From an optimization exercise on the open Yosys and OpenROAD flow, aimed at a short achievable clock period and few clock cycles; shortcuts taken in it are not production practice. RTL that was checked went through simulation tests only; none was proved equivalent to the original.

==> flow/design.v <==
`timescale 1ns / 1ps
module Integration(input clk,
	 input rst,
	 output [31:0]mem_addr,
	 output [31:0]mem_wdata,
	 output mem_we,
	 input [31:0]mem_rdata
 );
	localparam OP_R = 6'b000000, OP_LW = 6'b100011, OP_SW = 6'b101011,
	           OP_BEQ = 6'b000100, OP_J = 6'b001000;
	reg [31:0] rf [0:9];
	reg [9:0] pc_f;      
	reg [9:0] a_lo;      
	reg d_valid;
	reg [31:0] d_ir;
	reg [9:0] d_pc;
	reg [9:0] d_rs_oh, d_rt_oh;    
	reg e_valid;
	reg [9:0] e_pc;
	reg e_rwe;           
	reg e_ldwe;          
	reg [4:0] e_wa;      
	reg e_mem, e_st, e_beq;
	reg [31:0] e_a, e_b, e_opb;
	reg [31:0] e_g, e_p, e_gc, e_pp;
	reg e_opb_b;         
	reg e_sub, e_and;
	reg [9:0] e_tgt;
	reg e_tgt_nz;        
	reg m_active, m_st, m_ldwe;
	reg [3:0] m_wa;
	reg [31:0] m_addr, m_data;
	reg w_we;
	reg [3:0] w_wa;
	reg [31:0] w_res;
	wire stall = m_active;
	wire [31:0] kg [0:5];
	wire [31:0] kp [0:5];
	assign kg[0] = e_gc;     
	assign kp[0] = e_pp;
	genvar gl, gi;
	generate
		for (gl = 0; gl < 5; gl = gl + 1) begin : ks
			for (gi = 0; gi < 32; gi = gi + 1) begin : b
				if (gi >= (1 << gl)) begin : c
					assign kg[gl + 1][gi] = kg[gl][gi] | (kp[gl][gi] & kg[gl][gi - (1 << gl)]);
					assign kp[gl + 1][gi] = kp[gl][gi] & kp[gl][gi - (1 << gl)];
				end else begin : n
					assign kg[gl + 1][gi] = kg[gl][gi];
					assign kp[gl + 1][gi] = kp[gl][gi];
				end
			end
		end
	endgenerate
	wire [31:0] e_x = e_and ? e_g : (e_p & ~e_g);
	wire [31:0] sum = e_x ^ {kg[5][30:0], e_sub};
	wire [31:0] res = sum;
	reg br_pend;
	reg [9:0] br_tgt;
	wire e_exec = e_valid & ~stall & ~br_pend;
	wire e_taken = e_exec & e_beq & e_tgt_nz & ~|(e_p & ~e_g);    
	wire m_next = e_exec & e_mem;
	wire [4:0] d_rs = d_ir[25:21];
	wire [4:0] d_rt = d_ir[20:16];
	wire [4:0] d_rd = d_ir[15:11];
	wire [9:0] d_tgt = d_pc + 10'd1 + d_ir[9:0];
	wire d_tgt_nz = |d_ir[9:0];
	reg d_isr, d_isld, d_isst, d_isbeq, d_same, d_sub, d_and, d_rwe, d_ldwe;
	reg [31:0] rf_a, rf_b;
	integer k;
	always @(*) begin
		rf_a = 32'b0;
		rf_b = 32'b0;
		for (k = 0; k < 10; k = k + 1) begin
			rf_a = rf_a | (rf[k] & {32{d_rs_oh[k]}});
			rf_b = rf_b | (rf[k] & {32{d_rt_oh[k]}});
		end
	end
	reg c_ea, c_eb, c_wa, c_wb;
	wire e_byp_a = e_exec & e_rwe & c_ea;
	wire e_byp_b = e_exec & e_rwe & c_eb;
	wire e_ldb_a = e_exec & e_ldwe & c_ea;
	wire e_ldb_b = e_exec & e_ldwe & c_eb;
	wire w_byp_a = w_we & c_wa;
	wire w_byp_b = w_we & c_wb;
	wire [4:0] d_wa = d_isr ? d_rd : d_rt;
	wire [31:0] aw = w_byp_a ? w_res : rf_a;
	wire [31:0] bw = w_byp_b ? w_res : rf_b;
	wire d_mem = d_isld | d_isst;
	wire [31:0] d_imm = {{16{d_ir[15]}}, d_ir[15:0]};
	wire f_isj = ~mem_rdata[31] & ~mem_rdata[30] & mem_rdata[29] &
	             ~mem_rdata[28] & ~mem_rdata[27] & ~mem_rdata[26];
	wire [4:0] f_rs = mem_rdata[25:21];
	wire [4:0] f_rt = mem_rdata[20:16];
	wire f_isbeq = ~mem_rdata[31] & ~mem_rdata[30] & ~mem_rdata[29] &
	               mem_rdata[28] & ~mem_rdata[27] & ~mem_rdata[26];
	wire f_same = (f_rs == f_rt) | (f_rs >= 5'd10 & f_rt >= 5'd10);
	wire [9:0] pc_inc = pc_f + 10'd1;
	wire f_isr = (mem_rdata[31:26] == OP_R);
	wire f_isld = (mem_rdata[31:26] == OP_LW);
	wire d_redirect = ~br_pend & d_valid & d_isbeq & d_same & d_tgt_nz;
	wire take_j = f_isj & ~br_pend & ~d_redirect;
	wire [9:0] pc_other = br_pend ? br_tgt : (d_redirect ? d_tgt : pc_inc);
	reg [9:0] f_rs_oh, f_rt_oh;
	always @(*) begin
		for (k = 0; k < 10; k = k + 1) begin
			f_rs_oh[k] = (mem_rdata[25:21] == k);
			f_rt_oh[k] = (mem_rdata[20:16] == k);
		end
	end
	wire smc_hit = m_st & ((e_valid & (m_addr[9:0] == e_pc)) |
	                       (d_valid & (m_addr[9:0] == d_pc)));
	wire [9:0] smc_pc = e_valid ? e_pc : d_pc;
	reg ld_a, ld_b;      
	wire [31:0] ld_a_val = ld_a ? mem_rdata : e_a;
	wire [31:0] ld_b_val = ld_b ? mem_rdata : e_b;
	wire [31:0] ld_opb_val = (ld_b & e_opb_b) ? (mem_rdata ^ {32{e_sub}}) : e_opb;
	wire [31:0] carry = {kg[5][30:0], e_sub};
	wire [31:0] a_c0 = e_byp_a ? e_x : aw;
	wire [31:0] a_c1 = e_byp_a ? ~e_x : aw;
	wire [31:0] b_c0 = e_byp_b ? e_x : bw;
	wire [31:0] b_c1 = e_byp_b ? ~e_x : bw;
	wire [31:0] o_c0 = d_mem ? d_imm : (b_c0 ^ {32{d_sub}});
	wire [31:0] o_c1 = d_mem ? d_imm : (b_c1 ^ {32{d_sub}});
	wire [31:0] na_0 = stall ? ld_a_val : a_c0;
	wire [31:0] na_1 = stall ? ld_a_val : a_c1;
	wire [31:0] nb_0 = stall ? ld_b_val : b_c0;
	wire [31:0] nb_1 = stall ? ld_b_val : b_c1;
	wire [31:0] no_0 = stall ? ld_opb_val : o_c0;
	wire [31:0] no_1 = stall ? ld_opb_val : o_c1;
	wire nand_ = stall ? ~e_and : ~d_and;
	wire ncin = stall ? e_sub : d_sub;
	wire [31:0] ng_0 = na_0 & no_0;
	wire [31:0] ng_1 = na_1 & no_1;
	wire [31:0] np_0 = na_0 | no_0;
	wire [31:0] np_1 = na_1 | no_1;
	function [31:0] csel(input [31:0] c, input [31:0] v1, input [31:0] v0);
		csel = (c & v1) | (~c & v0);
	endfunction
	assign mem_addr = {m_addr[31:10], a_lo};
	assign mem_wdata = m_data;
	assign mem_we = m_st;
	always @(posedge clk) begin
		if (w_we)
			rf[w_wa[3:0]] <= w_res;
	end
	always @(posedge clk) begin
		e_a <= csel(carry, na_1, na_0);
		e_b <= csel(carry, nb_1, nb_0);
		e_opb <= csel(carry, no_1, no_0);
		e_g <= csel(carry, ng_1, ng_0);
		e_p <= csel(carry, np_1, np_0);
		e_gc <= csel(carry, ng_1 | {31'b0, np_1[0] & ncin}, ng_0 | {31'b0, np_0[0] & ncin}) & {32{nand_}};
		e_pp <= csel(carry, np_1, np_0) & {32{nand_}};
	end
	always @(posedge clk) begin
		m_addr <= sum;
		m_data <= e_b;
	end
	always @(posedge clk) begin
		if (stall) begin
			w_wa <= m_wa;
			c_wa <= (d_rs == {1'b0, m_wa});
			c_wb <= (d_rt == {1'b0, m_wa});
			w_res <= mem_rdata;
		end else begin
			w_wa <= e_wa[3:0];
			c_wa <= (f_rs == e_wa);
			c_wb <= (f_rt == e_wa);
			c_ea <= (f_rs == d_wa);
			c_eb <= (f_rt == d_wa);
			w_res <= res;
			m_wa <= e_wa[3:0];
			e_pc <= d_pc;
			e_rwe <= d_rwe;
			e_ldwe <= d_ldwe;
			e_wa <= d_wa;
			ld_a <= e_ldb_a;
			ld_b <= e_ldb_b;
			e_mem <= d_valid & (d_isld | d_isst);
			e_st <= d_isst;
			e_beq <= d_isbeq & ~d_same;
			e_opb_b <= ~(d_isld | d_isst);
			e_sub <= d_sub;
			e_and <= d_and;
			br_tgt <= e_tgt;
			e_tgt <= d_tgt;
			e_tgt_nz <= d_tgt_nz;
			d_ir <= mem_rdata;
			d_isr <= f_isr;
			d_isld <= f_isld;
			d_isst <= (mem_rdata[31:26] == OP_SW);
			d_isbeq <= f_isbeq;
			d_same <= f_same;
			d_sub <= f_isr & (mem_rdata[5:0] == 6'd1);
			d_and <= f_isr & (mem_rdata[5:0] == 6'd2);
			d_rwe <= f_isr & (mem_rdata[15:11] < 5'd10);
			d_ldwe <= f_isld & (f_rt < 5'd10);
			d_pc <= pc_f;
			d_rs_oh <= f_rs_oh;
			d_rt_oh <= f_rt_oh;
		end
	end
	always @(posedge clk or posedge rst) begin
		if (rst) begin
			pc_f <= 0;
			a_lo <= 0;
			d_valid <= 0;
			e_valid <= 0;
			m_active <= 0;
			m_st <= 0;
			m_ldwe <= 0;
			w_we <= 0;
			br_pend <= 0;
		end else if (stall) begin
			m_active <= 0;
			m_st <= 0;
			m_ldwe <= 0;
			w_we <= m_ldwe;
			br_pend <= 0;
			if (smc_hit) begin
				e_valid <= 0;
				d_valid <= 0;
				pc_f <= smc_pc;
				a_lo <= smc_pc;
			end else
				a_lo <= pc_f;
		end else begin
			m_active <= m_next;
			m_st <= e_exec & e_st;
			m_ldwe <= e_exec & e_ldwe;
			w_we <= e_exec & e_rwe;
			br_pend <= e_taken;
			e_valid <= d_valid & ~br_pend;
			d_valid <= ~br_pend & ~d_redirect;
			pc_f <= take_j ? mem_rdata[9:0] : pc_other;
			a_lo <= (take_j & ~m_next) ? mem_rdata[9:0] : (m_next ? sum[9:0] : pc_other);
		end
	end
endmodule
export LEC_CHECK = 0
export CAP_MARGIN = 20
export CORE_MARGIN = 2
export CORE_UTILIZATION = 40
export SLEW_MARGIN = 20
create_clock -name core_clock -period 8.0 [get_ports {clk}]
standard.sh (not shown) runs the stock make flow with config.mk's settings and CLKGATE_MAP_FILE= SYNTH_SCRIPT=/design/flow/synth_recipe.tcl, a recipe that flattens the netlist after the stock synthesis.
==> flow/flow/run.sh <==
#!/bin/bash
set -euo pipefail
export BUFFER_PORTS_ARGS="-inputs -outputs -buffer_cell sky130_fd_sc_hd__buf_8"
bash standard.sh SETUP_SLACK_MARGIN=6 MATCH_CELL_FOOTPRINT=0 finish > run_make.log 2>&1
==> next run, changes <==
--- a/flow/design.v
+++ b/flow/design.v
@@ -73,19 +73,16 @@
 		rf_b = 32'b0;
 		for (k = 0; k < 10; k = k + 1) begin
 			rf_a = rf_a | (rf[k] & {32{d_rs_oh[k]}});
 			rf_b = rf_b | (rf[k] & {32{d_rt_oh[k]}});
 		end
 	end
-	reg c_ea, c_eb, c_wa, c_wb;
-	wire e_byp_a = e_exec & e_rwe & c_ea;
-	wire e_byp_b = e_exec & e_rwe & c_eb;
+	reg c_ea, c_eb;
+	reg e_byp_a, e_byp_b, w_byp_a, w_byp_b;
 	wire e_ldb_a = e_exec & e_ldwe & c_ea;
 	wire e_ldb_b = e_exec & e_ldwe & c_eb;
-	wire w_byp_a = w_we & c_wa;
-	wire w_byp_b = w_we & c_wb;
 	wire [4:0] d_wa = d_isr ? d_rd : d_rt;
 	wire [31:0] aw = w_byp_a ? w_res : rf_a;
 	wire [31:0] bw = w_byp_b ? w_res : rf_b;
 	wire d_mem = d_isld | d_isst;
 	wire [31:0] d_imm = {{16{d_ir[15]}}, d_ir[15:0]};
 	wire f_isj = ~mem_rdata[31] & ~mem_rdata[30] & mem_rdata[29] &
@@ -96,24 +93,28 @@
 	               mem_rdata[28] & ~mem_rdata[27] & ~mem_rdata[26];
 	wire f_same = (f_rs == f_rt) | (f_rs >= 5'd10 & f_rt >= 5'd10);
 	wire [9:0] pc_inc = pc_f + 10'd1;
 	wire f_isr = (mem_rdata[31:26] == OP_R);
 	wire f_isld = (mem_rdata[31:26] == OP_LW);
 	wire d_redirect = ~br_pend & d_valid & d_isbeq & d_same & d_tgt_nz;
-	wire take_j = f_isj & ~br_pend & ~d_redirect;
+	wire smc_hit = m_st & ((e_valid & (m_addr[9:0] == e_pc)) |
+	                       (d_valid & (m_addr[9:0] == d_pc)));
+	wire [9:0] smc_pc = e_valid ? e_pc : d_pc;
 	wire [9:0] pc_other = br_pend ? br_tgt : (d_redirect ? d_tgt : pc_inc);
+	wire j_en = ~stall & ~br_pend & ~d_redirect;
+	wire [9:0] pc_keep = stall ? (smc_hit ? smc_pc : pc_f) : pc_other;
+	wire [9:0] a_keep = stall ? (smc_hit ? smc_pc : pc_f) : (m_next ? sum[9:0] : pc_other);
+	wire [9:0] pc_next = (f_isj & j_en) ? mem_rdata[9:0] : pc_keep;
+	wire [9:0] a_next = (f_isj & j_en & ~m_next) ? mem_rdata[9:0] : a_keep;
 	reg [9:0] f_rs_oh, f_rt_oh;
 	always @(*) begin
 		for (k = 0; k < 10; k = k + 1) begin
 			f_rs_oh[k] = (mem_rdata[25:21] == k);
 			f_rt_oh[k] = (mem_rdata[20:16] == k);
 		end
 	end
-	wire smc_hit = m_st & ((e_valid & (m_addr[9:0] == e_pc)) |
-	                       (d_valid & (m_addr[9:0] == d_pc)));
-	wire [9:0] smc_pc = e_valid ? e_pc : d_pc;
 	reg ld_a, ld_b;      
 	wire [31:0] ld_a_val = ld_a ? mem_rdata : e_a;
 	wire [31:0] ld_b_val = ld_b ? mem_rdata : e_b;
 	wire [31:0] ld_opb_val = (ld_b & e_opb_b) ? (mem_rdata ^ {32{e_sub}}) : e_opb;
 	wire [31:0] carry = {kg[5][30:0], e_sub};
 	wire [31:0] a_c0 = e_byp_a ? e_x : aw;
@@ -157,21 +158,23 @@
 		m_addr <= sum;
 		m_data <= e_b;
 	end
 	always @(posedge clk) begin
 		if (stall) begin
 			w_wa <= m_wa;
-			c_wa <= (d_rs == {1'b0, m_wa});
-			c_wb <= (d_rt == {1'b0, m_wa});
+			w_byp_a <= m_ldwe & (d_rs == {1'b0, m_wa});
+			w_byp_b <= m_ldwe & (d_rt == {1'b0, m_wa});
 			w_res <= mem_rdata;
 		end else begin
 			w_wa <= e_wa[3:0];
-			c_wa <= (f_rs == e_wa);
-			c_wb <= (f_rt == e_wa);
+			w_byp_a <= e_exec & e_rwe & (f_rs == e_wa);
+			w_byp_b <= e_exec & e_rwe & (f_rt == e_wa);
 			c_ea <= (f_rs == d_wa);
 			c_eb <= (f_rt == d_wa);
+			e_byp_a <= d_valid & d_rwe & (f_rs == d_wa);
+			e_byp_b <= d_valid & d_rwe & (f_rt == d_wa);
 			w_res <= res;
 			m_wa <= e_wa[3:0];
 			e_pc <= d_pc;
 			e_rwe <= d_rwe;
 			e_ldwe <= d_ldwe;
 			e_wa <= d_wa;
@@ -202,12 +205,19 @@
 		end
 	end
 	always @(posedge clk or posedge rst) begin
 		if (rst) begin
 			pc_f <= 0;
 			a_lo <= 0;
+		end else begin
+			pc_f <= pc_next;
+			a_lo <= a_next;
+		end
+	end
+	always @(posedge clk or posedge rst) begin
+		if (rst) begin
 			d_valid <= 0;
 			e_valid <= 0;
 			m_active <= 0;
 			m_st <= 0;
 			m_ldwe <= 0;
 			w_we <= 0;
@@ -218,23 +228,18 @@
 			m_ldwe <= 0;
 			w_we <= m_ldwe;
 			br_pend <= 0;
 			if (smc_hit) begin
 				e_valid <= 0;
 				d_valid <= 0;
-				pc_f <= smc_pc;
-				a_lo <= smc_pc;
-			end else
-				a_lo <= pc_f;
+			end
 		end else begin
 			m_active <= m_next;
 			m_st <= e_exec & e_st;
 			m_ldwe <= e_exec & e_ldwe;
 			w_we <= e_exec & e_rwe;
 			br_pend <= e_taken;
 			e_valid <= d_valid & ~br_pend;
 			d_valid <= ~br_pend & ~d_redirect;
-			pc_f <= take_j ? mem_rdata[9:0] : pc_other;
-			a_lo <= (take_j & ~m_next) ? mem_rdata[9:0] : (m_next ? sum[9:0] : pc_other);
 		end
 	end
 endmodule
What happened:
- worst setup slack improved by 0.076 ns
- synthesized area came out higher by 2.7%
- worst hold slack is worse by 0.0033 ns
- via count went up by 3.6%
- utilization is lower by 0.20 points
- fmax grows by 2.7%
Testbench counts after the change, summed over its fixed seeds: cycles 10,250.
Function not checked in the first run of this note: the RTL went through the layout flow alone.

[re-timing with driven ports]
The results above use ideal ports. As a check the final layouts listed here were re-extracted and re-timed, cells and wires unchanged. Step 1 (the two cells are an assumption about what drives the block):
set clk [get_ports {clk}]
set_driving_cell -lib_cell sky130_fd_sc_hd__clkbuf_16 $clk
set_driving_cell -lib_cell sky130_fd_sc_hd__buf_2 [delete_from_list [all_inputs] $clk]
Step 2 adds t to the input delays and takes it off the output delays; t is the mean of the earliest and latest rising clock arrival at the registers after step 1. Input paths then give back, and output paths get back, about the clock's delay inside the block. Slacks: no drivers / after step 1 / after step 2; pairs: no drivers / after step 1.
| run | shift t [ns] | setup WS [ns] | hold WS [ns] | worst setup path at the end | worst data-port slew with drivers (ns) |
|---|---|---|---|---|---|
| the first run | 0.742 | 5.076 / 5.076 / 4.490 | 0.345 / 0.345 / 0.345 | input to register | 0.09 |
| the second run | 0.736 | 5.152 / 5.085 / 4.628 | 0.341 / 0.341 / 0.341 | input to register | 0.16 |
After both steps setup and hold are still met in every run listed. For the first run, which loses most, drivers alone change the setup slack by 0.000 ns; drivers and shift together by -0.586 ns.
